From an optimization exercise on the open Yosys and OpenROAD flow, aimed at small area, a short achievable clock period and few clock cycles per item; shortcuts taken in it are not production practice. RTL that was checked went through simulation tests only; none was proved equivalent to the original. No functional check of the RTL was part of run 4.

$ cat flow/design.v
module sha256 (
    input  wire         clk,
    input  wire         reset,
    input  wire         start,
    input  wire [15:0]  data_in,
    output wire         ready,
    output wire [127:0] hash_out
);
    localparam [31:0] IV0 = 32'h6a09e667, IV1 = 32'hbb67ae85, IV2 = 32'h3c6ef372, IV3 = 32'ha54ff53a;
    localparam [31:0] IV4 = 32'h510e527f, IV5 = 32'h9b05688c, IV6 = 32'h1f83d9ab, IV7 = 32'h5be0cd19;
    localparam [31:0] T1C = 32'hf377ed68, CE = 32'h98c7e2a2, H1 = 32'h90bb1e3c;
    localparam [2047:0] KB = 2048'h3e003fe01f81f0e681f03e1e1871cc9531ce2199874d8a4fe9adf85456e02dbba579810305bb20dc7697341bfc6f8602e03316d5ac532960c02a8c2e940b645fafb498a0b86bf916f61246702c5a301ae945c4d6d9f90a35783d19c585f1fa7d6afa779f64cdfc604de9a48290953ced4cc16bf9b281d9a965811281d74ac3b5e8b4caa0117652aedb638daa2581cd4f3b5769cb662cd4820a06240814825d56da7d0af6cc6a8dc6984f3146071b2e416df21318af0121eee942a62f7ea7df1638cc24d28e77b6f779f2430a7feedc5a79cc56b349187a34ea4cca1f28e05ad99db30933037c128a23a6b06ad52f7a6639f885345cdb360af16c2dd4fd08a55f;
    function [31:0] knext;
        input [5:0] i;
        integer b;
        begin
            for (b = 0; b < 32; b = b + 1)
                knext[b] = KB[64 * b + i];
        end
    endfunction
    function [31:0] rotr;
        input [31:0] x;
        input integer n;
        begin
            rotr = (x >> n) | (x << (32 - n));
        end
    endfunction
    function [31:0] s0;
        input [31:0] x;
        begin
            s0 = rotr(x, 7) ^ rotr(x, 18) ^ (x >> 3);
        end
    endfunction
    function [31:0] s1;
        input [31:0] x;
        begin
            s1 = rotr(x, 17) ^ rotr(x, 19) ^ (x >> 10);
        end
    endfunction
    function [31:0] S0;
        input [31:0] x;
        begin
            S0 = rotr(x, 2) ^ rotr(x, 13) ^ rotr(x, 22);
        end
    endfunction
    function [31:0] S1;
        input [31:0] x;
        begin
            S1 = rotr(x, 6) ^ rotr(x, 11) ^ rotr(x, 25);
        end
    endfunction
    function [63:0] csa;
        input [31:0] x, y, z;
        reg   [31:0] c;
        begin
            c = (x & y) | (x & z) | (y & z);
            csa = {c[30:0], 1'b0, x ^ y ^ z};
        end
    endfunction
    function [31:0] add32;
        input [31:0] x, y;
        reg   [31:0] g, p;
        integer i, l;
        begin
            g = x & y;
            p = x ^ y;
            for (l = 0; l < 5; l = l + 1)
                for (i = 0; i < 32; i = i + 1)
                    if (i[l]) begin
                        g[i] = g[i] | (p[i] & g[((i >> l) << l) - 1]);
                        p[i] = p[i] & p[((i >> l) << l) - 1];
                    end
            add32 = x ^ y ^ {g[30:0], 1'b0};
        end
    endfunction
    reg [31:0] a, b, c, e, f, g, h;
    reg [31:0] t1s, t1c;       
    reg [31:0] kn;             
    reg [31:0] w [0:15];       
    reg [5:0]  t;              
    reg        busy;
    reg        z0, z1, z9, last;
    wire [31:0] w0m = z0 ? 32'd0 : w[0];              
    wire [31:0] w1m = (z1 | last) ? 32'd0 : w[1];     
    wire [31:0] w9m = z9 ? 32'd0 : w[9];              
    wire [31:0] s1e = S1(e);
    wire [31:0] che = (e & f) | (~e & g);
    wire [63:0] t1 = csa(s1e, che, h);
    wire [63:0] e1 = csa(t1[31:0], t1[63:32], c);
    wire [31:0] e_new = add32(e1[31:0], e1[63:32]);
    wire [31:0] s0a = S0(a);
    wire [31:0] mja = (a & b) | (a & c) | (b & c);
    wire [63:0] a1 = csa(s0a, mja, t1s);
    wire [63:0] a2 = csa(a1[31:0], a1[63:32], t1c);
    wire [31:0] a_new = add32(a2[31:0], a2[63:32]);
    wire [63:0] p1 = csa(g, kn, w1m);
    wire [31:0] h_new = p1[31:0] + p1[63:32];
    wire [63:0] m1 = csa(s1(w[14]), w9m, s0(w1m));
    wire [63:0] m2 = csa(m1[31:0], m1[63:32], w0m);
    wire [31:0] w_new = m2[31:0] + m2[63:32];
    wire [31:0] w0  = {data_in, 16'h8000};
    wire [31:0] e_0 = CE + w0;
    wire go = start & ~busy;
    assign ready    = ~busy;
    assign hash_out = {e, f, g, h};
    integer i;
    always @(posedge clk or posedge reset) begin
        if (reset) begin
            busy <= 1'b0;
            e <= IV4; f <= IV5; g <= IV6; h <= IV7;
        end else if (go) begin
            busy <= 1'b1;
            e <= e_0; f <= IV4; g <= IV5; h <= H1;
        end else if (busy) begin
            e <= e_new;
            h <= h_new;
            if (last) begin
                busy <= 1'b0;
                f <= e + IV5;
                g <= f + IV6;
            end else begin
                f <= e; g <= f;
            end
        end
    end
    always @(posedge clk) begin
        if (!busy) begin
            t <= 6'd1;
            kn <= knext(6'd1);
            z0 <= 1'b1; z1 <= 1'b1; z9 <= 1'b1; last <= 1'b0;
            a <= IV0; b <= IV1; c <= IV2;
            t1s <= w0; t1c <= T1C;           
            w[14] <= {16'h0000, data_in};    
            w[15] <= w0;                     
        end else begin
            t <= t + 6'd1;
            kn <= knext(t + 6'd1);
            z0 <= (t <= 6'd13); z1 <= (t <= 6'd12); z9 <= (t <= 6'd4); last <= (t == 6'd62);
            a <= a_new; b <= a; c <= b;
            t1s <= t1[31:0]; t1c <= t1[63:32];
            w[14] <= w[15];
            w[15] <= w_new;
        end
        for (i = 0; i < 14; i = i + 1) w[i] <= w[i + 1];
    end
endmodule
module sha128_simple (
    input  wire         CLK,
    input  wire [15:0]  DATA_IN,
    input  wire         RESET,
    input  wire         START,
    output wire         READY,
    output wire [127:0] DATA_OUT
);
    sha256 sha256_comp (
        .clk      (CLK),
        .reset    (RESET),
        .start    (START),
        .data_in  (DATA_IN),
        .ready    (READY),
        .hash_out (DATA_OUT)
    );
endmodule
$ cat flow/flow/run.sh
#!/bin/bash
set -euo pipefail
export SYNTH_ARGS=-noabc
export SETUP_SLACK_MARGIN=${MARGIN:-8.5}
bash standard.sh > standard_flow.log 2>&1
$ cat flow/standard.sh
#!/bin/bash
# synth_recipe.tcl (not shown) runs the flow's synth.tcl, then flattens the netlist and writes it again
# the make line also repeats each setting of config.mk as NAME=value (left out here)
make -C /OpenROAD-flow-scripts/flow DESIGN_CONFIG=/design/flow/config.mk WORK_HOME=/design/flow/orfs CLKGATE_MAP_FILE= SYNTH_SCRIPT=/design/flow/synth_recipe.tcl "${@:-finish}"
$ cat flow/config.mk
export PLATFORM = sky130hd
export DESIGN_NAME = sha128_simple
export DESIGN_NICKNAME = sha128_simple
export VERILOG_FILES = /design/flow/design.v
export SDC_FILE = /design/flow/constraint.sdc
export NUM_CORES = 4
export LEC_CHECK = 0
export CAP_MARGIN = 20
export CORE_MARGIN = 2
export CORE_UTILIZATION = 40
export PLACE_DENSITY = 0.6
export SLEW_MARGIN = 20
$ cat flow/constraint.sdc
create_clock -name core_clock -period 13.0 [get_ports {CLK}]
set_input_delay 2.6000 -clock core_clock [delete_from_list [all_inputs] [get_ports {CLK}]]
set_output_delay 2.6000 -clock core_clock [all_outputs]
set_load 0.01 [all_outputs]
==> results of run 1 <==
==> cells by family after synthesis <==
group / Yosys count
adders and majority gates: 384
AOI/OAI and AO/OA: 756
and+or+nand+nor: 1001
xor gates and xnor gates: 409
buffers and inverters: 261
DFF: 842
muxes: 47
==> state kept, by name (all words and copies together) (netlist names) <==
signal / count
sha256_comp.b: 32
sha256_comp.busy: 1
sha256_comp.c: 32
sha256_comp.t: 6
sha256_comp.z9: 1
sha256_comp.f: 32
sha256_comp.z1: 1
sha256_comp.w: 512
sha256_comp.kn: 32
sha256_comp.last: 1
sha256_comp.z0: 1
sha256_comp.t1s: 32
sha256_comp.g: 32
sha256_comp.a: 32
sha256_comp.t1c: 31
sha256_comp.e: 32
sha256_comp.h: 32
==> routing by layer <==
| metal | routed length (um) | vias to the layer above | global-route usage |
|---|---|---|---|
| met5 | 12 | - | 0 |
| met4 | 4741 | 2 | 0.08766 |
| met3 | 9996 | 236 | 0.04947 |
| met2 | 54720 | 1168 | 0.3760 |
| met1 | 57960 | 13970 | 0.3651 |
| li1 | - | 12850 | - |
==> timing repair <==
| action | CTS | global route |
|---|---|---|
| gates resized for setup | 97 | 122 |
| cloned | 1 | 3 |
| setup endpoints to repair | 102 | 54 |
| pin swaps | 31 | 49 |
| buffers inserted | 74 | 24 |
==> layout make-up <==
class / instances / share of cell area
Antenna cell: 8 / 0.0004357
Clock buffer: 119 / 0.05582
Clock inverter: 49 / 0.01228
Inverter: 42 / 0.003785
Multi-Input combinational cell: 2598 / 0.4515
Sequential cell: 842 / 0.3856
Tap cell: 1276 / 0.03474
Timing Repair Buffer: 278 / 0.05577
==> final timing paths <==
kind                       cells past startpoint                 from                  end
max in group asynchronous                      4                RESET    sha256_comp.e[16]
setup / recovery                               1    sha256_comp.g[26]         DATA_OUT[58]
min in group asynchronous                      3                RESET     sha256_comp.f[0]
hold reg to reg                                0  sha256_comp.w[2][2]  sha256_comp.w[1][2]
setup reg to reg                              16     sha256_comp.last    sha256_comp.h[29]
hold / removal                                 0  sha256_comp.w[2][2]  sha256_comp.w[1][2]
==> layout by cell type (no fill, tap or decap), types with 15 or more instances in the layout <==
| cell | netlist | layout |
|---|---|---|
| a211oi_1 | 31 | 27 |
| a21o_1 | 47 | 46 |
| a21oi_1 | 230 | 220 |
| a31oi_1 | 18 | 18 |
| and2_1 | 111 | 111 |
| and3_1 | 20 | 20 |
| buf_4 | 0 | 119 |
| clkbuf_16 | 0 | 95 |
| clkbuf_8 | 0 | 15 |
| clkdlybuf4s50_1 | 0 | 121 |
| clkinv_2 | 0 | 16 |
| dfrtp_1 | 66 | 38 |
| dfrtp_2 | 0 | 26 |
| dfstp_2 | 63 | 56 |
| dfxtp_1 | 713 | 671 |
| dfxtp_2 | 0 | 34 |
| dlygate4sd2_1 | 0 | 22 |
| fa_1 | 224 | 209 |
| fa_2 | 0 | 15 |
| ha_1 | 128 | 115 |
| inv_1 | 41 | 39 |
| maj3_1 | 32 | 30 |
| mux2_2 | 33 | 32 |
| nand2_1 | 307 | 307 |
| nand2b_1 | 87 | 86 |
| nand3_1 | 46 | 46 |
| nor2_1 | 215 | 211 |
| nor2b_1 | 88 | 88 |
| nor3_1 | 68 | 66 |
| o211ai_1 | 23 | 23 |
| o21a_1 | 23 | 23 |
| o21ai_0 | 192 | 185 |
| o21bai_1 | 23 | 22 |
| o22ai_1 | 29 | 29 |
| o31ai_1 | 21 | 19 |
| xnor2_1 | 305 | 280 |
| xnor2_2 | 0 | 22 |
| xor2_1 | 104 | 98 |
==> metrics.log, run 1 <==
[metrics] CTS buffer count: 89
[metrics] Nets: 4222
[metrics] placed wire-length estimate: 92.74 mm
[metrics] sequential cell area in the final layout: 17720 um2
[metrics] Primary FF master, synth: dfxtp_1
[metrics] dominant delay contributor by cell family on the critical path: flip-flops
[metrics] number of DRC violations after detailed-routing iteration 0: 2700
[metrics] sequential fraction of the synthesis area: 0.4545
[metrics] worst-skew pair later-pin latency: 0.69 ns
[metrics] number of hold violations in the final report: 0
[metrics] total via count after detailed routing: 28220
[metrics] vias in the first global route: 27330
[metrics] setup TNS: 0 ns
[metrics] critical path peak fanout: 3
[metrics] clk slew on worst S/H paths: 0.07 ns
[metrics] setup repair after global routing missed its margin: true
[metrics] largest net degree at the start of global routing: 100
[metrics] clock period minus worst slack: 4.494 ns
[metrics] worst endpoint data arrival time: 1.89 ns
[metrics] clock tree from TritonCTS: yes
[metrics] count of standard-cell rows: 114
[metrics] Post-Synthesis Cells: 3700
[metrics] clock sinks: 842
[metrics] wire length of the first global-routing pass: 184.4 mm
[metrics] CTS root buf: clkbuf_16
[metrics] worst setup slack after placement: 7.935 ns
[metrics] portion of netlist area occupied by mux cells: 0.01323
[metrics] Max Root-Sink Buffers: 3
[metrics] setup violation total in the final timing report: 0
[metrics] number of max-capacitance violations reported: 0
[metrics] cell at the slowest stage of the critical path: dfstp_2
[metrics] total placed instance area: 41270 um2
[metrics] Reg2Reg Setup Slack: 8.53 ns
[metrics] category of the most critical setup path: reg -> out
[metrics] XOR/XNOR share of the synthesized area: 0.09261
[metrics] slew at the pin closest to its max-slew limit: 1.099 ns
[metrics] filler cell count in the final layout: 8826
[metrics] final std cells w/o fill: 5212
[metrics] antenna-violating nets left: 0
[metrics] cell types occupying the most area after synthesis: dfxtp_1 37%, fa_1 12%, xnor2_1 6.9%
[metrics] worst-case clock skew: 0.05336 ns
[metrics] required time at the endpoint of the critical path: 10.40 ns
[metrics] core area: 96280 um2
[metrics] global router's overall resource usage: 0.2527
[metrics] number of synthesized register bits: 842
[metrics] Routed Wire Length: 127.4 mm
[metrics] weighted congestion reported at the end of routability-driven placement: 0.9650
[metrics] via count normalized by instance count: 5.415
[metrics] boundary pin count: 148
[metrics] Cell variety after synth: 82
[metrics] fraction of final layout cells sized beyond drive strength 1: 0.1456
[metrics] crit end category: primary output
[metrics] normalized max-slew margin: 0.2676
[metrics] hold buffers post-CTS: 0
[metrics] setup ws final: 8.506 ns
[metrics] Layout Cell Area excl Fill: 45950 um2
[metrics] Warnings, synthesis: 2
[metrics] post-synthesis instance area: 38680 um2
[metrics] outcome: finished clean
[metrics] fraction of the mapped netlist area in adder cells: 0.1656
[metrics] Synth Area per Inst: 10.45 um2
[metrics] initial core utilization: 0.4017
[metrics] number of iterations in the first detailed-routing pass: 8
[metrics] CTS HTree Levels: 3
[metrics] worst-case hold slack: 0.2878 ns
[metrics] worst path bufs/invs: 1
[metrics] DR DRC count: 0
[metrics] x dimension of the die: 315.0 um
[metrics] compound-cell area share of the yosys netlist: 0.1229
[metrics] EDFF count, synth: 0
[metrics] # placed instances: 4934
[metrics] Max Fclk: 0.2225 GHz
[metrics] area share of the largest cell type after synthesis: 0.3690
[metrics] fin. max-slew vios: 0
[metrics] post-synthesis net count: 4071
[metrics] area of the multi-input gates: 20750 um2
[metrics] class of the worst hold path: reg -> reg
[metrics] post-layout utilization of the core: 0.4773
[metrics] Final period util: 0.3457
[metrics] antenna violations before repair: 17
[metrics] vertical extent of the die: 315.0 um
[metrics] total global routing overflow: 0
[metrics] element type at the critical path start: flip-flop
[metrics] area added between synthesis and finish: 18.80%
[metrics] cell breakdown of the critical path: clkdlybuf4s50_1
[metrics] largest stage delay on the critical path: 0.64 ns
[metrics] average wire per cell in the routed design: 24.45 um
[metrics] die outline area: 99200 um2
[metrics] top-count cell post-synth: dfxtp_1
[metrics] top cells by instance count after synthesis: 713 x dfxtp_1, 307 x nand2_1, 305 x xnor2_1
[metrics] main combinational cell family by area after synthesis: adder cells
[metrics] post-synth top area cell: dfxtp_1
[metrics] share of flip-flops with an asynchronous set or reset: 0.1532
[metrics] share of synthesized cell area in and, or, nand and nor gates: 0.1257
[metrics] total of buffers placed on input and output ports: 147
Testbench counts, summed over its fixed seeds: cycles 16,384, hashes 256.
==> run 2: changes to the inputs <==
==> flow/flow/run.sh (replaced) <==
#!/bin/bash
set -euo pipefail
export SYNTH_ARGS=-noabc
export BUFFER_PORTS_ARGS="-buffer_cell sky130_fd_sc_hd__buf_2"
export CTS_ARGS="-sink_clustering_enable -repair_clock_nets -dont_use_dummy_load -buf_list sky130_fd_sc_hd__clkbuf_8"
export SETUP_SLACK_MARGIN=${MARGIN:-8.5}
bash standard.sh > standard_flow.log 2>&1
==> run 2 against run 1 <==
- final area is 4.3% lower
- non-clock buffer count is 5 lower
- via count hardly changed
- synthesized area stayed put
- synthesized cell count stayed put
- routed wire length is 1.2% lower
- global-route usage is 0.26 points lower
- die area stayed put
- fmax is 0.75% higher
==> metrics.log, run 2 <==
[metrics] DR DRC count: 0 (unchanged)
[metrics] normalized max-slew margin: 0.2884 (+0.02083)
[metrics] Post-Synthesis Cells: 3700 (unchanged)
[metrics] number of synthesized register bits: 842 (unchanged)
[metrics] Synth Area per Inst: 10.45 um2 (unchanged)
[metrics] global router's overall resource usage: 0.2501 (-0.002551)
[metrics] setup ws final: 8.539 ns (+0.03335 ns)
[metrics] setup repair after global routing missed its margin: true
[metrics] number of iterations in the first detailed-routing pass: 6 (-2)
[metrics] number of DRC violations after detailed-routing iteration 0: 2628 (-2.7%)
[metrics] CTS HTree Levels: 4 (+1)
[metrics] worst setup slack after placement: 8.102 ns (+0.1670 ns)
[metrics] largest stage delay on the critical path: 0.67 ns (+0.03 ns)
[metrics] placed wire-length estimate: 91.98 mm (-0.82%)
[metrics] total global routing overflow: 0 (unchanged)
[metrics] area added between synthesis and finish: 13.65%
[metrics] area of the multi-input gates: 20750 um2 (about the same)
[metrics] largest net degree at the start of global routing: 118 (+18%)
[metrics] slew at the pin closest to its max-slew limit: 1.063 ns (-0.03517 ns)
[metrics] worst endpoint data arrival time: 5.14 ns (+3.25 ns)
[metrics] leading cell type in the layout, fill and taps excluded: dfxtp_1
[metrics] top-count cell post-synth: dfxtp_1
[metrics] required time at the endpoint of the critical path: 13.67 ns (+3.27 ns)
[metrics] die outline area: 99200 um2 (unchanged)
[metrics] class of the worst hold path: reg -> reg
[metrics] Warnings, synthesis: 2 (unchanged)
[metrics] wire length of the first global-routing pass: 182.4 mm (-1.1%)
[metrics] boundary pin count: 148 (unchanged)
[metrics] post-synthesis net count: 4071 (unchanged)
[metrics] CTS buffer count: 140 (+57%)
[metrics] Cell variety after synth: 82 (unchanged)
[metrics] total via count after detailed routing: 28230 (+0.011%)
[metrics] Nets: 4268 (+1.1%)
[metrics] category of the most critical setup path: reg -> reg
[metrics] critical path peak fanout: 4 (+1)
[metrics] clock sinks: 842 (unchanged)
[metrics] total placed instance area: 40540 um2 (-1.8%)
[metrics] EDFF count, synth: 0 (unchanged)
[metrics] CTS root buf: clkbuf_8
[metrics] fraction of final layout cells sized beyond drive strength 1: 0.1759 (+0.03025)
[metrics] setup violation total in the final timing report: 0 (unchanged)
[metrics] share of flip-flops with an asynchronous set or reset: 0.1532 (unchanged)
[metrics] cell at the slowest stage of the critical path: dfstp_4
[metrics] count of standard-cell rows: 114 (unchanged)
[metrics] vias in the first global route: 27280 (-0.17%)
[metrics] top cells by instance count after synthesis: 713 x dfxtp_1, 307 x nand2_1, 305 x xnor2_1
[metrics] Layout Cell Area excl Fill: 43960 um2 (-4.3%)
[metrics] post-synthesis instance area: 38680 um2 (unchanged)
[metrics] worst-case hold slack: 0.2724 ns (-0.01533 ns)
[metrics] worst-skew pair later-pin latency: 0.82 ns (+0.13 ns)
[metrics] post-layout utilization of the core: 0.4566 (-0.02069)
[metrics] cell types occupying the most area after synthesis: dfxtp_1 37%, fa_1 12%, xnor2_1 6.9%
[metrics] clock tree from TritonCTS: yes
[metrics] post-synth top area cell: dfxtp_1
[metrics] number of max-capacitance violations reported: 0 (unchanged)
[metrics] hold buffers post-CTS: 0 (unchanged)
[metrics] total of buffers placed on input and output ports: 147 (unchanged)
[metrics] element type at the critical path start: flip-flop
[metrics] final std cells w/o fill: 5177 (-0.67%)
[metrics] most frequent cells in the layout: 672 x dfxtp_1, 307 x nand2_1, 281 x xnor2_1
[metrics] Primary FF master, synth: dfxtp_1
[metrics] clk slew on worst S/H paths: 0.06 ns (about the same)
[metrics] core area: 96280 um2 (unchanged)
[metrics] initial core utilization: 0.4017 (unchanged)
[metrics] crit end category: flip-flop
[metrics] setup TNS: 0 ns (unchanged)
[metrics] x dimension of the die: 315.0 um (unchanged)
[metrics] fin. max-slew vios: 0 (unchanged)
[metrics] number of hold violations in the final report: 0 (unchanged)
[metrics] clock period minus worst slack: 4.461 ns (-0.03335 ns)
[metrics] outcome: finished clean
[metrics] average wire per cell in the routed design: 24.31 um (-0.56%)
[metrics] Max Root-Sink Buffers: 3 (unchanged)
[metrics] Final period util: 0.3431 (-0.002565)
[metrics] antenna violations before repair: 16 (-1)
[metrics] sequential fraction of the synthesis area: 0.4545 (unchanged)
[metrics] max FFs per register: 512 (unchanged)
[metrics] top register by number of flip-flops: sha256_comp.w
[metrics] sequential cell area in the final layout: 17690 um2 (-0.14%)
[metrics] Routed Wire Length: 125.9 mm (-1.2%)
[metrics] Max Fclk: 0.2242 GHz (+0.75%)
[metrics] antenna-violating nets left: 0 (unchanged)
[metrics] # placed instances: 4933 (-0.020%)
[metrics] via count normalized by instance count: 5.452 (+0.69%)
[metrics] weighted congestion reported at the end of routability-driven placement: 0.9532 (-1.2%)
[metrics] cell breakdown of the critical path: xnor2_2 -> xnor2_2 -> fa_2 -> fa_1 -> ha_4 -> and3_4 -> a221o_1 -> a21oi_2 -> o211a_4 -> nor3_4 -> o21a_1 -> o2111a_1 -> or4_4 -> a31o_1
[metrics] worst-case clock skew: 0.1080 ns (+0.05468 ns)
[metrics] vertical extent of the die: 315.0 um (unchanged)
[metrics] cell mode on critical path: xnor2_2
[metrics] area share of the largest cell type after synthesis: 0.3690 (unchanged)
[metrics] filler cell count in the final layout: 9084 (+2.9%)
-- run 2: cell counts after synthesis --
No cell type changed its count.
-- run 2: critical path: cells and delay by family, from the launching register on --
family,cells,cell delay [ns]
adders and majority gates,3,1.24
DFF,1,0.67
xor gates and xnor gates,2,0.30
and+or+nand+nor,3,0.75
AOI/OAI and AO/OA,6,1.38
-- run 2: cell families after synthesis --
kind of cell,share of synthesized area
compound gates,0.1229
xor+xnor,0.09261
fa+ha+maj,0.1656
buf+inv,0.02539
flops,0.4545
mux,0.01323
simple gates,0.1257
-- run 2: worst paths after layout --
path                                    endpoint             startpoint  cells after the start  slack (ns)
max reg2reg                    sha256_comp.e[31]      sha256_comp.e[24]                     14        8.54
min                        sha256_comp.w[11][30]  sha256_comp.w[12][30]                      0        0.27
max                            sha256_comp.e[31]      sha256_comp.e[24]                     14        8.54
max in group asynchronous      sha256_comp.e[26]                  RESET                      4        9.35
min reg2reg                sha256_comp.w[11][30]  sha256_comp.w[12][30]                      0        0.27
min in group asynchronous      sha256_comp.f[12]                  RESET                      3        2.07
-- run 2: final cells by class --
cell class,instances,share of cell area
Multi-Input combinational cell,2598,0.4721
Antenna cell,6,0.0003416
Inverter,42,0.003956
Timing Repair Buffer,273,0.04087
Tap cell,1276,0.03632
Clock buffer,140,0.04383
Sequential cell,842,0.4025
-- run 2: routing by layer --
layer,vias up,part of all wire,track usage
met5,-,0,0
met4,0,0.043,0.1026
met3,272,0.084,0.05414
met2,1235,0.43,0.3689
met1,13880,0.44,0.3546
li1,12840,-,-
-- run 2: repair_timing --
| item | in CTS | in global routing |
|---|---|---|
| cloned | 2 | 3 |
| pin swaps | 27 | 65 |
| buffers inserted | 41 | 52 |
| resized for setup | 63 | 115 |
| endpoints found under the hold margin | 0 | 0 |
| setup endpoints to repair | 43 | 38 |
==> run 3: changes to the inputs <==
==> flow/flow/run.sh (replaced) <==
#!/bin/bash
set -euo pipefail
export SYNTH_ARGS=-noabc
export BUFFER_PORTS_ARGS="-buffer_cell sky130_fd_sc_hd__buf_2"
export CTS_ARGS="-sink_clustering_enable -repair_clock_nets -dont_use_dummy_load -buf_list sky130_fd_sc_hd__clkbuf_8"
export SETUP_SLACK_MARGIN=${MARGIN:-8.8}
bash standard.sh > standard_flow.log 2>&1
==> run 3 against run 2 <==
- count of clock-buffer cells in the layout is 1 lower
- die area stayed put
==> metrics.log, run 3 <==
[metrics] setup violation total in the final timing report: 0 (unchanged)
[metrics] number of DRC violations after detailed-routing iteration 0: 2982 (+13%)
[metrics] total via count after detailed routing: 28880 (+2.3%)
[metrics] max FFs per register: 512 (unchanged)
[metrics] element type at the critical path start: flip-flop
[metrics] slew at the pin closest to its max-slew limit: 0.9767 ns (-0.08671 ns)
[metrics] area share of the largest cell type after synthesis: 0.3690 (unchanged)
[metrics] Warnings, synthesis: 2 (unchanged)
[metrics] largest net degree at the start of global routing: 100 (-15%)
[metrics] antenna violations before repair: 9 (-7)
[metrics] most frequent cells in the layout: 647 x dfxtp_1, 306 x nand2_1, 269 x xnor2_1
[metrics] class of the worst hold path: reg -> reg
[metrics] number of synthesized register bits: 842 (unchanged)
[metrics] hold buffers post-CTS: 0 (unchanged)
[metrics] leading cell type in the layout, fill and taps excluded: dfxtp_1
[metrics] required time at the endpoint of the critical path: 13.68 ns (about the same)
[metrics] share of flip-flops with an asynchronous set or reset: 0.1532 (unchanged)
[metrics] R2R Path End: sha256_comp.e[31]
[metrics] cell types occupying the most area after synthesis: dfxtp_1 37%, fa_1 12%, xnor2_1 6.9%
[metrics] worst endpoint data arrival time: 5.11 ns (-0.03 ns)
[metrics] setup ws final: 8.572 ns (+0.03310 ns)
[metrics] boundary pin count: 148 (unchanged)
[metrics] launch point of the worst path: sha256_comp.e[2]
[metrics] clock sinks: 842 (unchanged)
[metrics] count of standard-cell rows: 114 (unchanged)
[metrics] vias in the first global route: 27790 (+1.8%)
[metrics] sequential fraction of the synthesis area: 0.4545 (unchanged)
[metrics] worst-case hold slack: 0.2651 ns (-0.007368 ns)
[metrics] total global routing overflow: 0 (unchanged)
[metrics] total placed instance area: 40630 um2 (+0.21%)
[metrics] post-synthesis net count: 4071 (unchanged)
[metrics] category of the most critical setup path: reg -> reg
[metrics] cell depth of the worst flop-to-flop path: 13 (-1)
[metrics] number of iterations in the first detailed-routing pass: 9 (+3)
[metrics] core area: 96280 um2 (unchanged)
[metrics] final std cells w/o fill: 5257 (+1.5%)
[metrics] CTS HTree Levels: 4 (unchanged)
[metrics] DR DRC count: 0 (unchanged)
[metrics] CTS root buf: clkbuf_8
[metrics] via count normalized by instance count: 5.494 (+0.77%)
[metrics] antenna-violating nets left: 0 (unchanged)
[metrics] global router's overall resource usage: 0.2584 (+0.008294)
[metrics] Max Root-Sink Buffers: 3 (unchanged)
[metrics] top-count cell post-synth: dfxtp_1
[metrics] clk slew on worst S/H paths: 0.06 ns (about the same)
[metrics] critical path peak fanout: 3 (-1)
[metrics] x dimension of the die: 315.0 um (unchanged)
[metrics] setup repair after global routing missed its margin: true
[metrics] CTS buffer count: 139 (-0.71%)
[metrics] vertical extent of the die: 315.0 um (unchanged)
[metrics] wire length of the first global-routing pass: 187.8 mm (+3.0%)
[metrics] top cells by instance count after synthesis: 713 x dfxtp_1, 307 x nand2_1, 305 x xnor2_1
[metrics] Post-Synthesis Cells: 3700 (unchanged)
[metrics] Reg2Reg Setup Slack: 8.57 ns (+0.03 ns)
[metrics] number of hold violations in the final report: 0 (unchanged)
[metrics] die outline area: 99200 um2 (unchanged)
[metrics] top register by number of flip-flops: sha256_comp.w
[metrics] total of buffers placed on input and output ports: 147 (unchanged)
[metrics] Layout Cell Area excl Fill: 45630 um2 (+3.8%)
[metrics] worst-case clock skew: 0.1020 ns (-0.006088 ns)
[metrics] fin. max-slew vios: 0 (unchanged)
[metrics] worst setup slack after placement: 7.767 ns (-0.3348 ns)
[metrics] placed wire-length estimate: 90.06 mm (-2.1%)
[metrics] Final period util: 0.3406 (-0.002546)
[metrics] clock period minus worst slack: 4.428 ns (-0.03310 ns)
[metrics] EDFF count, synth: 0 (unchanged)
[metrics] Nets: 4349 (+1.9%)
[metrics] capturing element of the worst setup path: sha256_comp.e[31]
[metrics] worst-skew pair later-pin latency: 0.83 ns (about the same)
[metrics] setup TNS: 0 ns (unchanged)
[metrics] Cell variety after synth: 82 (unchanged)
[metrics] outcome: finished clean
[metrics] # placed instances: 4933 (unchanged)
[metrics] Synth Area per Inst: 10.45 um2 (unchanged)
[metrics] weighted congestion reported at the end of routability-driven placement: 0.9578 (+0.48%)
[metrics] area added between synthesis and finish: 17.96%
[metrics] average wire per cell in the routed design: 24.46 um (+0.60%)
[metrics] clock tree from TritonCTS: yes
[metrics] fraction of final layout cells sized beyond drive strength 1: 0.2236 (+0.04773)
[metrics] number of max-capacitance violations reported: 0 (unchanged)
[metrics] normalized max-slew margin: 0.3489 (+0.06043)
[metrics] Primary FF master, synth: dfxtp_1
[metrics] start of the worst register-to-register path: sha256_comp.e[2]
[metrics] crit end category: flip-flop
[metrics] initial core utilization: 0.4017 (unchanged)
[metrics] Max Fclk: 0.2258 GHz (+0.75%)
[metrics] post-synthesis instance area: 38680 um2 (unchanged)
[metrics] Routed Wire Length: 128.6 mm (+2.2%)
[metrics] post-synth top area cell: dfxtp_1
[run 3: kinds of logic after synthesis]
kind of cell | after synthesis | share of synthesized area
fa+ha+maj | 384 | 0.1656
mux | 47 | 0.01323
flops | 842 | 0.4545
simple gates | 1001 | 0.1257
xor+xnor | 409 | 0.09261
compound gates | 756 | 0.1229
buf+inv | 261 | 0.02539
[run 3: timing repair]
item	CTS	global route
gates cloned	4	1
pin swaps	73	115
resized for setup	250	176
setup buffers	142	33
endpoints found under the setup margin	150	82
[run 3: worst max-delay path, cell delays in order, from the launching register on]
cell and delay [ns]:
dfstp_2 0.57, mux2_2 0.38, fa_2 0.57, fa_1 0.44, ha_1 0.31, a21o_1 0.19, a21oi_2 0.20, o211a_1 0.22
o211a_4 0.22, nor3_4 0.05, o21a_1 0.22, o2111a_1 0.25, or4_1 0.47, a31o_1 0.23
[run 3: worst min path at each step]
stage	depth (start not counted)	endpoint	slack (ns)	startpoint
CTS	0	sha256_comp.w[5][10]	0.26	sha256_comp.w[6][10]
detailed placement	0	sha256_comp.w[10][2]	0.31	sha256_comp.w[11][2]
finish	0	sha256_comp.w[5][10]	0.27	sha256_comp.w[6][10]
global route	0	sha256_comp.w[3][6]	0.28	sha256_comp.w[4][6]
global placement	0	sha256_comp.w[9][0]	0.31	sha256_comp.w[10][0]
floorplan	0	sha256_comp.w[10][0]	0.31	sha256_comp.w[11][0]
[run 3: area by class of cell]
cell class | count | area, um2
fill | 8913 | 50650
clock buffer | 139 | 1913
timing repair buffer | 355 | 2821
antenna | 5 | 12.51
sequential | 842 | 17790
multi-input combinational | 2598 | 21320
inverter | 42 | 173.9
tap | 1276 | 1597
[run 3: metal layers]
layer,up-vias,share of wire,track usage
met5,-,0.00010,0
met4,2,0.038,0.09654
met3,253,0.088,0.05249
met2,1414,0.43,0.3829
met1,14220,0.44,0.3709
li1,12990,-,-
[run 3: through the flow]
step / util
after floorplan: -
after detailed placement: 0.4220
after CTS: 0.4638
after global routing: 0.4739
after global placement: 0.4220
final: 0.4739
==> run 4: changes to the inputs <==
--- a/flow/design.v
+++ b/flow/design.v
@@ -87,15 +87,16 @@
     wire [31:0] che = (e & f) | (~e & g);
     wire [63:0] t1 = csa(s1e, che, h);
-    wire [63:0] e1 = csa(t1[31:0], t1[63:32], c);
-    wire [31:0] e_new = add32(e1[31:0], e1[63:32]);
+    wire [63:0] e1 = csa(che, h, c);
+    wire [63:0] e2 = csa(e1[31:0], e1[63:32], s1e);
+    wire [31:0] e_new = add32(e2[31:0], e2[63:32]);
     wire [31:0] s0a = S0(a);
     wire [31:0] mja = (a & b) | (a & c) | (b & c);
-    wire [63:0] a1 = csa(s0a, mja, t1s);
-    wire [63:0] a2 = csa(a1[31:0], a1[63:32], t1c);
+    wire [63:0] a1 = csa(t1s, t1c, mja);
+    wire [63:0] a2 = csa(a1[31:0], a1[63:32], s0a);
     wire [31:0] a_new = add32(a2[31:0], a2[63:32]);
     wire [63:0] p1 = csa(g, kn, w1m);
     wire [31:0] h_new = p1[31:0] + p1[63:32];
-    wire [63:0] m1 = csa(s1(w[14]), w9m, s0(w1m));
-    wire [63:0] m2 = csa(m1[31:0], m1[63:32], w0m);
+    wire [63:0] m1 = csa(w9m, w0m, s1(w[14]));
+    wire [63:0] m2 = csa(m1[31:0], m1[63:32], s0(w1m));
     wire [31:0] w_new = m2[31:0] + m2[63:32];
     wire [31:0] w0  = {data_in, 16'h8000};
==> flow/flow/run.sh (replaced) <==
#!/bin/bash
set -euo pipefail
export SYNTH_ARGS=-noabc
export BUFFER_PORTS_ARGS="-buffer_cell sky130_fd_sc_hd__buf_2"
export CTS_ARGS="-sink_clustering_enable -repair_clock_nets -dont_use_dummy_load -buf_list sky130_fd_sc_hd__clkbuf_8"
export SETUP_SLACK_MARGIN=${MARGIN:-8.5}
bash standard.sh > standard_flow.log 2>&1
==> run 4 against run 3 <==
- final cell count is 2.3% lower
- register-to-register slack improved by 0.06 ns
- count of clock-buffer cells in the layout grew 1
- non-clock buffer count shrank 151
- fmax decreased by 0.79%
- synthesized area grew 1.5%
- core utilization shrank 2.6 points
- final area decreased by 4.9%
- die area up 1.5%
==> metrics.log, run 4 <==
[metrics] outcome: finished clean
[metrics] area added between synthesis and finish: 10.56%
[metrics] cell at the slowest stage of the critical path: dfrtp_4
[metrics] fraction of final layout cells sized beyond drive strength 1: 0.1324 (-0.09118)
[metrics] worst endpoint data arrival time: 1.86 ns (-3.25 ns)
[metrics] setup TNS: 0 ns (unchanged)
[metrics] vertical extent of the die: 317.3 um (+0.74%)
[metrics] number of iterations in the first detailed-routing pass: 8 (-1)
[metrics] Routed Wire Length: 127.4 mm (-0.91%)
[metrics] sequential fraction of the synthesis area: 0.4478 (-0.006721)
[metrics] clock sinks: 842 (unchanged)
[metrics] setup ws final: 8.537 ns (-0.03536 ns)
[metrics] number of DRC violations after detailed-routing iteration 0: 3115 (+4.5%)
[metrics] class of the worst hold path: reg -> reg
[metrics] Warnings, synthesis: 2 (unchanged)
[metrics] worst path bufs/invs: 2 (+2)
[metrics] worst-case clock skew: 0.1056 ns (+0.003659 ns)
[metrics] Cell variety after synth: 83 (+1.2%)
[metrics] CTS root buf: clkbuf_8
[metrics] clk slew on worst S/H paths: 0.06 ns (about the same)
[metrics] initial core utilization: 0.4048 (+0.003032)
[metrics] slew at the pin closest to its max-slew limit: 1.010 ns (+0.03351 ns)
[metrics] leading cell type in the layout, fill and taps excluded: dfxtp_1
[metrics] global router's overall resource usage: 0.2520 (-0.006456)
[metrics] Primary FF master, synth: dfxtp_1
[metrics] post-synthesis instance area: 39260 um2 (+1.5%)
[metrics] antenna-violating nets left: 0 (unchanged)
[metrics] post-synth top area cell: dfxtp_1
[metrics] top-count cell post-synth: dfxtp_1
[metrics] max FFs per register: 512 (unchanged)
[metrics] most frequent cells in the layout: 699 x dfxtp_1, 307 x xnor2_1, 307 x nand2_1
[metrics] dominant delay contributor by cell family on the critical path: flip-flops
[metrics] DR DRC count: 0 (unchanged)
[metrics] post-synthesis net count: 4127 (+1.4%)
[metrics] hold buffers post-CTS: 0 (unchanged)
[metrics] share of flip-flops with an asynchronous set or reset: 0.1532 (unchanged)
[metrics] Max Root-Sink Buffers: 3 (unchanged)
[metrics] weighted congestion reported at the end of routability-driven placement: 0.9500 (-0.81%)
[metrics] required time at the endpoint of the critical path: 10.40 ns (-3.28 ns)
[metrics] number of hold violations in the final report: 0 (unchanged)
[metrics] filler cell count in the final layout: 9265 (+3.9%)
[metrics] number of max-capacitance violations reported: 0 (unchanged)
[metrics] via count normalized by instance count: 5.508 (+0.25%)
[metrics] Nets: 4251 (-2.3%)
[metrics] element type at the critical path start: flip-flop
[metrics] largest net degree at the start of global routing: 92 (-8.0%)
[metrics] total global routing overflow: 0 (unchanged)
[metrics] area of the multi-input gates: 20880 um2 (-2.1%)
[metrics] CTS buffer count: 140 (+0.72%)
[metrics] largest stage delay on the critical path: 0.61 ns (+0.04 ns)
[metrics] core area: 96990 um2 (+0.74%)
[metrics] setup violation total in the final timing report: 0 (unchanged)
[metrics] cell breakdown of the critical path: inv_8 -> buf_2
[metrics] post-layout utilization of the core: 0.4475 (-0.02640)
[metrics] worst-skew pair later-pin latency: 0.84 ns (about the same)
[metrics] area share of the largest cell type after synthesis: 0.3636 (-0.005457)
[metrics] instance count along the most critical hold path: 0 (unchanged)
[metrics] critical path peak fanout: 33 (+30)
[metrics] number of synthesized register bits: 842 (unchanged)
[metrics] placed wire-length estimate: 94.22 mm (+4.6%)
[metrics] clock period minus worst slack: 4.463 ns (+0.03536 ns)
[metrics] top cells by instance count after synthesis: 713 x dfxtp_1, 309 x xnor2_1, 308 x nand2_1
[metrics] worst-case hold slack: 0.2898 ns (+0.02472 ns)
[metrics] setup repair after global routing missed its margin: true
[metrics] worst setup slack after placement: 7.922 ns (+0.1548 ns)
[metrics] die outline area: 100700 um2 (+1.5%)
[metrics] sequential cell area in the final layout: 17610 um2 (-1.0%)
[metrics] Reg2Reg Setup Slack: 8.63 ns (+0.06 ns)
[metrics] cell depth of the worst flop-to-flop path: 14 (+1)
[metrics] Final period util: 0.3433 (+0.002720)
[metrics] boundary pin count: 148 (unchanged)
[metrics] x dimension of the die: 317.3 um (+0.74%)
[metrics] category of the most critical setup path: reg -> out
[metrics] normalized max-slew margin: 0.3265 (-0.02234)
[metrics] CTS HTree Levels: 4 (unchanged)
[metrics] average wire per cell in the routed design: 24.81 um (+1.5%)
[metrics] wire length of the first global-routing pass: 184.4 mm (-1.8%)
[metrics] total via count after detailed routing: 28280 (-2.1%)
[metrics] top register by number of flip-flops: sha256_comp.w
[metrics] total placed instance area: 41100 um2 (+1.2%)
[metrics] clock tree from TritonCTS: yes
[metrics] Max Fclk: 0.2241 GHz (-0.79%)
[metrics] EDFF count, synth: 0 (unchanged)
[metrics] fin. max-slew vios: 0 (unchanged)
[metrics] count of cell instances traversed by the critical path: 2 (-11)
[metrics] antenna violations before repair: 13 (+4)
[metrics] cell types occupying the most area after synthesis: dfxtp_1 36%, fa_1 13%, xnor2_1 6.9%
[metrics] total of buffers placed on input and output ports: 147 (unchanged)
[metrics] vias in the first global route: 27060 (-2.6%)
[metrics] count of standard-cell rows: 114 (unchanged)
[metrics] Synth Area per Inst: 10.55 um2 (+0.90%)
[metrics] Post-Synthesis Cells: 3722 (+0.59%)
[metrics] Layout Cell Area excl Fill: 43400 um2 (-4.9%)
[metrics] crit end category: primary output
-- run 4: metal layers --
layer  GRT usage  part of all wire  vias to the layer above
met4      0.1006             0.036                        6
met5           0           0.00034                        -
met1      0.3670              0.46                    13950
li1            -                 -                    12770
met2      0.3605              0.42                     1285
met3     0.05661             0.085                      265
-- run 4: what timing repair did --
item / CTS / global route
cloned: 0 / 1
gates resized for setup: 13 / 36
endpoints found under the setup margin: 39 / 37
pin swaps: 0 / 4
buffers inserted: 6 / 16
-- run 4: worst paths after layout --
check                                      start                     to
max                             sha256_comp.busy                  READY
min                         sha256_comp.w[6][11]   sha256_comp.w[5][11]
max reg2reg                sha256_comp.w[14][25]  sha256_comp.w[15][29]
min reg2reg                 sha256_comp.w[6][11]   sha256_comp.w[5][11]
max in group asynchronous                  RESET      sha256_comp.e[29]
min in group asynchronous                  RESET       sha256_comp.g[2]
-- run 4: final cells by class --
cell class	count	area share
Tap cell	1276	0.03678
Inverter	41	0.003805
Antenna cell	14	0.0008071
Multi-Input combinational cell	2617	0.4810
Sequential cell	842	0.4057
Timing Repair Buffer	204	0.02759
Clock buffer	140	0.04439
-- run 4: kinds of logic after synthesis --
group / share of synthesized area
AND/OR/NAND/NOR: 0.1209
flip-flops: 0.4478
AO/OA/AOI/OAI: 0.1185
XOR/XNOR: 0.09503
adder cells (fa/ha/maj): 0.1797
buffers and inverters: 0.02565
multiplexers: 0.01230
-- run 4: metrics by stage --
stage	std cells
after floorplan	3722
after global placement	4957
after detailed placement	4957
after CTS	5103
after global routing	5126
final	5134
==> run 5: changes to the inputs <==
--- a/flow/design.v
+++ b/flow/design.v
@@ -76,4 +76,5 @@
     reg [31:0] a, b, c, e, f, g, h;
     reg [31:0] t1s, t1c;       
+    reg [31:0] ew;             
     reg [31:0] kn;             
     reg [31:0] w [0:15];       
@@ -84,6 +85,6 @@
     wire [31:0] w1m = (z1 | last) ? 32'd0 : w[1];     
     wire [31:0] w9m = z9 ? 32'd0 : w[9];              
-    wire [31:0] s1e = S1(e);
-    wire [31:0] che = (e & f) | (~e & g);
+    wire [31:0] s1e = S1(ew);
+    wire [31:0] che = (ew & f) | (~ew & g);
     wire [63:0] t1 = csa(s1e, che, h);
     wire [63:0] e1 = csa(che, h, c);
@@ -131,4 +132,5 @@
             z0 <= 1'b1; z1 <= 1'b1; z9 <= 1'b1; last <= 1'b0;
             a <= IV0; b <= IV1; c <= IV2;
+            ew <= e_0;
             t1s <= w0; t1c <= T1C;           
             w[14] <= {16'h0000, data_in};    
@@ -139,4 +141,5 @@
             z0 <= (t <= 6'd13); z1 <= (t <= 6'd12); z9 <= (t <= 6'd4); last <= (t == 6'd62);
             a <= a_new; b <= a; c <= b;
+            ew <= e_new;
             t1s <= t1[31:0]; t1c <= t1[63:32];
             w[14] <= w[15];
==> flow/flow/run.sh (replaced) <==
#!/bin/bash
set -euo pipefail
export SYNTH_ARGS=-noabc
export BUFFER_PORTS_ARGS="-buffer_cell sky130_fd_sc_hd__buf_2"
export CTS_ARGS="-sink_clustering_enable -repair_clock_nets -dont_use_dummy_load -buf_list sky130_fd_sc_hd__clkbuf_8"
export SETUP_SLACK_MARGIN=${MARGIN:-8.7}
bash standard.sh > standard_flow.log 2>&1
==> run 5 against run 4 <==
- routed wire length increased by 1.6%
- fmax increased by 4.5%
- register-to-register slack improved by 0.12 ns
- worst setup slack improved by 0.19 ns
- hold slack got worse by 0.015 ns
- synthesized area increased by 1.1%
- core utilization increased by 0.80 points
- highest routed layer is now met4
- count of clock-buffer cells in the layout increased by 4
- final cell count increased by 1.0%
==> metrics.log, run 5 <==
[metrics] number of DRC violations after detailed-routing iteration 0: 2655 (-15%)
[metrics] Detail Route met3 WL: 11.40 mm (+4.8%)
[metrics] CTS HTree Levels: 4 (unchanged)
[metrics] number of synthesized register bits: 874 (+3.8%)
[metrics] antenna violations before repair: 11 (-2)
[metrics] filler cell count in the final layout: 9255 (-0.11%)
[metrics] worst setup slack after placement: 8.042 ns (+0.1203 ns)
[metrics] total of buffers placed on input and output ports: 147 (unchanged)
[metrics] outcome: finished clean
[metrics] crit end category: primary output
[metrics] total via count after detailed routing: 28340 (+0.21%)
[metrics] number of iterations in the first detailed-routing pass: 6 (-2)
[metrics] area of the multi-input gates: 21230 um2 (+1.7%)
[metrics] initial core utilization: 0.4033 (-0.001442)
[metrics] class of the worst hold path: reg -> reg
[metrics] area share of the largest cell type after synthesis: 0.3757 (+0.01215)
[metrics] element type at the critical path start: flip-flop
[metrics] clk slew on worst S/H paths: 0.07 ns (about the same)
[metrics] die outline area: 101800 um2 (+1.1%)
[metrics] max FFs per register: 512 (unchanged)
[metrics] Max Fclk: 0.2342 GHz (+4.5%)
[metrics] core area: 98420 um2 (+1.5%)
[metrics] cell breakdown of the critical path: buf_2
[metrics] clock sinks: 874 (+3.8%)
[metrics] number of max-capacitance violations reported: 0 (unchanged)
[metrics] vertical extent of the die: 319.0 um (+0.55%)
[metrics] normalized max-slew margin: 0.2774 (-0.04917)
[metrics] Reg2Reg Setup Slack: 8.75 ns (+0.12 ns)
[metrics] EDFF count, synth: 0 (unchanged)
[metrics] Post-Synthesis Cells: 3696 (-0.70%)
[metrics] start of the worst register-to-register path: sha256_comp.z9
[metrics] setup ws final: 8.730 ns (+0.1929 ns)
[metrics] sequential fraction of the synthesis area: 0.4590 (+0.01123)
[metrics] worst-case clock skew: 0.08696 ns (-0.01865 ns)
[metrics] hold path endpoint: sha256_comp.w[1][12]
[metrics] number of hold violations in the final report: 0 (unchanged)
[metrics] setup repair after global routing missed its margin: false
[metrics] required time at the endpoint of the critical path: 10.40 ns (about the same)
[metrics] worst path bufs/invs: 1 (-1)
[metrics] CTS buffer count: 144 (+2.9%)
[metrics] setup violation total in the final timing report: 0 (unchanged)
[metrics] placed wire-length estimate: 94.98 mm (+0.81%)
[metrics] vias in the first global route: 27200 (+0.50%)
[metrics] Max Root-Sink Buffers: 3 (unchanged)
[metrics] cell at the slowest stage of the critical path: dfstp_2
[metrics] compound-cell area share of the yosys netlist: 0.1215 (+0.003018)
[metrics] total global routing overflow: 0 (unchanged)
[metrics] top register by number of flip-flops: sha256_comp.w
[metrics] antenna-violating nets left: 0 (unchanged)
[metrics] Synth Area per Inst: 10.74 um2 (+1.8%)
[metrics] Routed Wire Length: 129.4 mm (+1.6%)
[metrics] critical path peak fanout: 2 (-94%)
[metrics] share of synthesized cell area in and, or, nand and nor gates: 0.1127 (-0.008229)
[metrics] fin. max-slew vios: 0 (unchanged)
[metrics] share of flip-flops with an asynchronous set or reset: 0.1476 (-0.005609)
[metrics] worst endpoint data arrival time: 1.67 ns (-0.19 ns)
[metrics] XOR/XNOR share of the synthesized area: 0.09399 (-0.001042)
[metrics] Warnings, synthesis: 2 (unchanged)
[metrics] cell types occupying the most area after synthesis: dfxtp_1 38%, fa_1 13%, xnor2_1 7.0%
[metrics] Detail Route met2 WL: 54.84 mm (+2.1%)
[metrics] post-synthesis net count: 4101 (-0.63%)
[metrics] post-synth top area cell: dfxtp_1
[metrics] clock period minus worst slack: 4.270 ns (-0.1929 ns)
[metrics] leading cell type in the layout, fill and taps excluded: dfxtp_1
[metrics] setup TNS: 0 ns (unchanged)
[metrics] post-synthesis instance area: 39700 um2 (+1.1%)
[metrics] count of standard-cell rows: 115 (+0.88%)
[metrics] Primary FF master, synth: dfxtp_1
[metrics] cell depth of the worst flop-to-flop path: 15 (+1)
[metrics] Nets: 4298 (+1.1%)
[metrics] clock tree from TritonCTS: yes
[metrics] instance count along the most critical hold path: 0 (unchanged)
[metrics] top cells by instance count after synthesis: 745 x dfxtp_1, 319 x xnor2_1, 285 x nand2_1
[metrics] largest net degree at the start of global routing: 200 (+120%)
[metrics] fraction of the mapped netlist area in adder cells: 0.1778 (-0.001972)
[metrics] wire length of the first global-routing pass: 187.4 mm (+1.7%)
[metrics] R2R Path End: sha256_comp.w[15][24]
[metrics] M1 wire length: 59.66 mm (+2.6%)
[metrics] slew at the pin closest to its max-slew limit: 1.080 ns (+0.06976 ns)
[metrics] uppermost layer routed: met4
[metrics] average wire per cell in the routed design: 24.96 um (+0.57%)
[metrics] DR DRC count: 0 (unchanged)
[metrics] category of the most critical setup path: reg -> out
[metrics] sequential cell area in the final layout: 18330 um2 (+4.1%)
[metrics] dominant delay contributor by cell family on the critical path: flip-flops
[metrics] largest stage delay on the critical path: 0.65 ns (+0.04 ns)
[metrics] top-count cell post-synth: dfxtp_1
[metrics] Final period util: 0.3285 (-0.01484)
[metrics] x dimension of the die: 319.0 um (+0.55%)
[metrics] Cell variety after synth: 79 (-4.8%)
[metrics] CTS root buf: clkbuf_8
[metrics] via count normalized by instance count: 5.464 (-0.80%)
[metrics] worst hold path startpoint: sha256_comp.w[2][12]
[metrics] boundary pin count: 148 (unchanged)
[metrics] global router's overall resource usage: 0.2506 (-0.001408)
[metrics] weighted congestion reported at the end of routability-driven placement: 0.9612 (+1.2%)
[metrics] fraction of final layout cells sized beyond drive strength 1: 0.1614 (+0.02898)
[metrics] area added between synthesis and finish: 12.95%
[metrics] main combinational cell family by area after synthesis: adder cells
[metrics] portion of netlist area occupied by mux cells: 0.01396 (+0.001662)
[metrics] most frequent cells in the layout: 702 x dfxtp_1, 303 x xnor2_1, 285 x nand2_1
[metrics] worst-skew pair later-pin latency: 0.84 ns (about the same)
==> run 5: cell count changes in the layout (fill, tap and decap cells not counted), sizes merged, moves of 10 or more <==
cell | previous run | this run
buf | 203 | 229
dfxtp | 713 | 745
nand3 | 57 | 44
a21o | 36 | 67
nand2 | 308 | 285
xnor2 | 309 | 319
xor2 | 117 | 107
o21ai | 216 | 226
a21oi | 226 | 237
==> run 5: what timing repair did <==
item / in CTS / in global routing
pin swaps: 9 / 46
cloned: 1 / 3
resized for setup: 60 / 118
hold buffers: 0 / 0
setup buffers: 25 / 25
setup endpoints to repair: 77 / 57
==> run 5: area by class of cell <==
cell class	count	area share
flip-flops and latches	874	0.4089
well taps	1287	0.03592
repair buffers	233	0.03380
diodes	8	0.0004465
multi-input cells	2602	0.4734
inverters	38	0.003321
clock buffers	144	0.04421
==> run 5: cells by family (layout without fill, tap and decap cells) <==
logic type	count (synthesis)	after routing
mux	51	51
compound gates	780	780
xor+xnor	426	426
other cells	0	8
fa+ha+maj	418	418
simple gates	926	927
flops	874	874
buf+inv	221	415
==> run 5: per-layer routing <==
layer,GRT usage,up-vias
li1,-,12840
met1,0.3679,14090
met2,0.3619,1186
met3,0.06204,221
met4,0.07516,0
met5,0,-
==> run 5: worst max path at each step <==
| stage | from | to | slack, ns | depth (start not counted) |
|---|---|---|---|---|
| after floorplan | sha256_comp.ew[2] | sha256_comp.e[31] | 8.76 | 13 |
| after global placement | sha256_comp.last | sha256_comp.w[15][31] | 8.11 | 15 |
| after detailed placement | sha256_comp.last | sha256_comp.w[15][31] | 8.04 | 15 |
| after CTS | sha256_comp.w[14][20] | sha256_comp.w[15][31] | 8.65 | 15 |
| after global routing | sha256_comp.w[14][21] | sha256_comp.w[15][24] | 8.67 | 15 |
| final | sha256_comp.h[24] | DATA_OUT[24] | 8.73 | 1 |
==> run 5: worst register-to-register path, stage by stage, from the launching register on <==
cell	delay (ns)
dfxtp_2	0.38
buf_12	0.18
nor2b_1	0.21
fa_1	0.48
fa_1	0.61
ha_4	0.25
nand2_1	0.08
o211ai_1	0.10
nor3b_2	0.17
o31a_1	0.39
a2111oi_4	0.52
buf_4	0.21
nor3b_2	0.05
o21ai_1	0.18
mux2i_1	0.20
nand3_1	0.09
==> run 5: per-stage QoR <==
step / cell area (um2) / hold slack [ns] / utilization / instances
after floorplan: 39700 / 0.3096 / - / 3696
after global placement: 41680 / 0.3097 / 0.4235 / 4980
after detailed placement: 41680 / 0.3121 / 0.4235 / 4980
after CTS: 44050 / 0.2745 / 0.4476 / 5150
after global routing: 44830 / 0.2876 / 0.4555 / 5183
final: 44830 / 0.2748 / 0.4555 / 5186
Testbench counts of run 5, summed over its fixed seeds: cycles 16,384, hashes 256.
==> run 6: changes to the inputs <==
==> flow/flow/run.sh (replaced) <==
#!/bin/bash
set -euo pipefail
export SYNTH_ARGS=-noabc
export BUFFER_PORTS_ARGS="-buffer_cell sky130_fd_sc_hd__buf_2"
export CTS_ARGS="-sink_clustering_enable -repair_clock_nets -dont_use_dummy_load -buf_list sky130_fd_sc_hd__clkbuf_8 -sink_clustering_size 12 -sink_clustering_max_diameter 60"
export SETUP_SLACK_MARGIN=${MARGIN:-8.9}
bash standard.sh > standard_flow.log 2>&1
==> run 6 against run 5 <==
- critical path type is now reg -> reg
- final cell count up 0.37%
- non-clock buffer count up 74
- routed wire length up 2.3%
- worst setup slack better by 0.0023 ns
- synthesized cell count unchanged
==> metrics.log, run 6 <==
[metrics] filler cell count in the final layout: 9212 (-0.46%)
[metrics] worst-case clock skew: 0.08772 ns (+0.0007573 ns)
[metrics] share of synthesized cell area in and, or, nand and nor gates: 0.1127 (unchanged)
[metrics] outcome: finished clean
[metrics] clock period minus worst slack: 4.268 ns (-0.002290 ns)
[metrics] count of cell instances traversed by the critical path: 13 (+12)
[metrics] post-synthesis net count: 4101 (unchanged)
[metrics] class of the worst hold path: reg -> reg
[metrics] via count normalized by instance count: 5.505 (+0.75%)
[metrics] max FFs per register: 512 (unchanged)
[metrics] CTS buffer count: 92 (-36%)
[metrics] R2R Path End: sha256_comp.e[31]
[metrics] x dimension of the die: 319.0 um (unchanged)
[metrics] total placed instance area: 41680 um2 (about the same)
[metrics] post-synth top area cell: dfxtp_1
[metrics] met2 track demand over resource in global routing: 0.3716 (+0.009683)
[metrics] fraction of the mapped netlist area in adder cells: 0.1778 (unchanged)
[metrics] crit end category: flip-flop
[metrics] antenna-violating nets left: 0 (unchanged)
[metrics] initial core utilization: 0.4033 (unchanged)
[metrics] Reg2Reg Setup Slack: 8.73 ns (-0.02 ns)
[metrics] sequential fraction of the synthesis area: 0.4590 (unchanged)
[metrics] top register by number of flip-flops: sha256_comp.w
[metrics] Layout Cell Area excl Fill: 45360 um2 (+1.2%)
[metrics] area share of the largest cell type after synthesis: 0.3757 (unchanged)
[metrics] dominant delay contributor by cell family on the critical path: compound AO/OA/AOI/OAI gates
[metrics] capturing element of the worst setup path: sha256_comp.e[31]
[metrics] core area: 98420 um2 (unchanged)
[metrics] count of standard-cell rows: 115 (unchanged)
[metrics] hold buffers post-CTS: 0 (unchanged)
[metrics] top cells by instance count after synthesis: 745 x dfxtp_1, 319 x xnor2_1, 285 x nand2_1
[metrics] start of the worst register-to-register path: sha256_comp.ew[23]
[metrics] Max Fclk: 0.2343 GHz (about the same)
[metrics] area added between synthesis and finish: 14.27%
[metrics] weighted congestion reported at the end of routability-driven placement: 0.9452 (-1.7%)
[metrics] critical path peak fanout: 4 (+2)
[metrics] number of max-capacitance violations reported: 0 (unchanged)
[metrics] fraction of final layout cells sized beyond drive strength 1: 0.1917 (+0.03027)
[metrics] required time at the endpoint of the critical path: 13.58 ns (+3.18 ns)
[metrics] setup TNS: 0 ns (unchanged)
[metrics] number of synthesized register bits: 874 (unchanged)
[metrics] cell depth of the worst flop-to-flop path: 13 (-2)
[metrics] global router's overall resource usage: 0.2527 (+0.002164)
[metrics] most frequent cells in the layout: 676 x dfxtp_1, 299 x xnor2_1, 285 x nand2_1
[metrics] total of buffers placed on input and output ports: 147 (unchanged)
[metrics] CTS HTree Levels: 3 (-1)
[metrics] worst path bufs/invs: 0 (-1)
[metrics] GRT busiest layer: met2
[metrics] Nets: 4320 (+0.51%)
[metrics] portion of netlist area occupied by mux cells: 0.01396 (unchanged)
[metrics] fin. max-slew vios: 0 (unchanged)
[metrics] instance count along the most critical hold path: 0 (unchanged)
[metrics] largest stage delay on the critical path: 0.59 ns (-0.06 ns)
[metrics] leading cell type in the layout, fill and taps excluded: dfxtp_1
[metrics] post-synthesis instance area: 39700 um2 (unchanged)
[metrics] EDFF count, synth: 0 (unchanged)
[metrics] slew at the pin closest to its max-slew limit: 1.089 ns (+0.008990 ns)
[metrics] setup violation total in the final timing report: 0 (unchanged)
[metrics] DR DRC count: 0 (unchanged)
[metrics] cell mode on critical path: o21a_1
[metrics] worst endpoint data arrival time: 4.85 ns (+3.18 ns)
[metrics] Final period util: 0.3283 (about the same)
[metrics] fraction of met1 tracks used by global routing: 0.3643 (-0.003608)
[metrics] Warnings, synthesis: 2 (unchanged)
[metrics] placed wire-length estimate: 95.91 mm (+0.98%)
[metrics] share of flip-flops with an asynchronous set or reset: 0.1476 (unchanged)
[metrics] cell at the slowest stage of the critical path: dfxtp_1
[metrics] clock sinks: 874 (unchanged)
[metrics] worst-case hold slack: 0.3002 ns (+0.02541 ns)
[metrics] antenna violations before repair: 16 (+5)
[metrics] Post-Synthesis Cells: 3696 (unchanged)
[metrics] Cell variety after synth: 79 (unchanged)
[metrics] CTS root buf: clkbuf_8
[metrics] worst-skew pair later-pin latency: 0.74 ns (-0.10 ns)
[metrics] category of the most critical setup path: reg -> reg
[metrics] Synth Area per Inst: 10.74 um2 (unchanged)
[metrics] number of DRC violations after detailed-routing iteration 0: 3302 (+24%)
[metrics] average wire per cell in the routed design: 25.43 um (+1.9%)
[metrics] main combinational cell family by area after synthesis: adder cells
[metrics] total via count after detailed routing: 28650 (+1.1%)
[metrics] clk slew on worst S/H paths: 0.08 ns (about the same)
[metrics] die outline area: 101800 um2 (unchanged)
[metrics] top-count cell post-synth: dfxtp_1
[metrics] clock tree from TritonCTS: yes
[metrics] vias in the first global route: 27600 (+1.5%)
[metrics] cell types occupying the most area after synthesis: dfxtp_1 38%, fa_1 13%, xnor2_1 7.0%
[metrics] number of hold violations in the final report: 0 (unchanged)
[metrics] boundary pin count: 148 (unchanged)
[metrics] element type at the critical path start: flip-flop
[metrics] normalized max-slew margin: 0.2740 (-0.003334)
[metrics] launch point of the worst path: sha256_comp.ew[23]
[metrics] largest net degree at the start of global routing: 194 (-3.0%)
[metrics] wire length of the first global-routing pass: 190.1 mm (+1.4%)
[metrics] cell breakdown of the critical path: xnor2_1 -> xnor2_1 -> fa_1 -> ha_4 -> o21a_1 -> o21a_1 -> o21a_1 -> o2111a_1 -> o211a_4 -> o21ai_4 -> a211oi_2 -> or3_1 -> a31o_2
[metrics] Primary FF master, synth: dfxtp_1
[metrics] total global routing overflow: 0 (unchanged)
[metrics] compound-cell area share of the yosys netlist: 0.1215 (unchanged)
[metrics] setup repair after global routing missed its margin: true
[metrics] vertical extent of the die: 319.0 um (unchanged)
[metrics] Routed Wire Length: 132.4 mm (+2.3%)
[metrics] XOR/XNOR share of the synthesized area: 0.09399 (unchanged)
[metrics] routing usage on met3: 0.06427 (+0.002223)
[metrics] number of iterations in the first detailed-routing pass: 6 (unchanged)
[metrics] Max Root-Sink Buffers: 3 (unchanged)
[run 6: cell families (layout without fill, tap and decap cells)]
family	after synthesis	after routing
AO/OA/AOI/OAI	780	780
adder cells (fa/ha/maj)	418	418
multiplexers	51	51
flip-flops	874	874
buffers and inverters	221	438
AND/OR/NAND/NOR	926	926
other	0	5
XOR/XNOR	426	426
[run 6: per-stage QoR]
stage	utilization	cells	setup WS (ns)
finish	0.4609	5205	8.732
global route	0.4608	5203	8.709
CTS	0.4512	5162	8.808
detailed placement	0.4235	4980	8.228
global placement	0.4235	4980	8.324
floorplan	-	3696	8.822
[run 6: metal layers]
metal	share of wire	wire length [um]
met5	0.00031	41
met4	0.033	4302
met3	0.10	13350
met2	0.42	56170
met1	0.44	58500
[run 6: how the worst min path moves through the flow]
stage / from / end / slack [ns]
floorplan: sha256_comp.w[11][0] / sha256_comp.w[10][0] / 0.31
global placement: sha256_comp.w[7][19] / sha256_comp.w[6][19] / 0.31
detailed placement: sha256_comp.w[8][18] / sha256_comp.w[7][18] / 0.31
CTS: sha256_comp.w[12][9] / sha256_comp.w[11][9] / 0.29
global route: sha256_comp.w[12][9] / sha256_comp.w[11][9] / 0.30
finish: sha256_comp.w[6][9] / sha256_comp.w[5][9] / 0.30
[run 6: layout make-up]
class,instances,area [um2],share of cell area
multi-input combinational,2601,21500,0.4740
sequential,874,18440,0.4065
timing repair buffer,307,2359,0.05200
tap,1287,1610,0.03550
clock buffer,92,1266,0.02792
inverter,38,161.4,0.003558
antenna,5,12.51,0.0002758
timing repair inverter,1,8.758,0.0001931
[run 6: what timing repair did]
action / CTS / global route
buffers inserted: 89 / 33
pin swaps: 41 / 78
gates resized for setup: 227 / 136
endpoints found under the setup margin: 186 / 89
gates cloned: 1 / 5

what the ideal ports hide:
Ports are ideal in the flow. The routed layouts listed here were re-timed in OpenROAD.
Step 1 assumes that a clkbuf_16 drives the clock port and a buf_2 every other input.
Step 2 also shifts input and output timing later by t, the mid clock arrival at the registers, as if the neighbouring blocks saw the same clock.
Three values: no drivers, after step 1, after step 2; two values: the first two.
| run | t, ns | setup WS [ns] | worst setup path at the end |
|---|---|---|---|
| run 1 | 0.731 | 8.506 / 8.440 / 8.116 | input to register |
| run 2 | 0.830 | 8.539 / 8.524 / 8.281 | input to register |
| run 3 | 0.845 | 8.572 / 8.532 / 8.355 | input to register |
| run 4 | 0.862 | 8.537 / 8.467 / 8.464 | input, reset recovery |
| run 5 | 0.865 | 8.730 / 8.658 / 8.305 | input to register |
| run 6 | 0.761 | 8.732 / 8.732 / 8.445 | input to register |
After both steps every run listed still meets setup and hold. The setup slack of run 5, which loses most, moves by -0.072 ns with the drivers and by -0.425 ns with both steps. The worst setup slack also covers recovery checks on asynchronous resets.
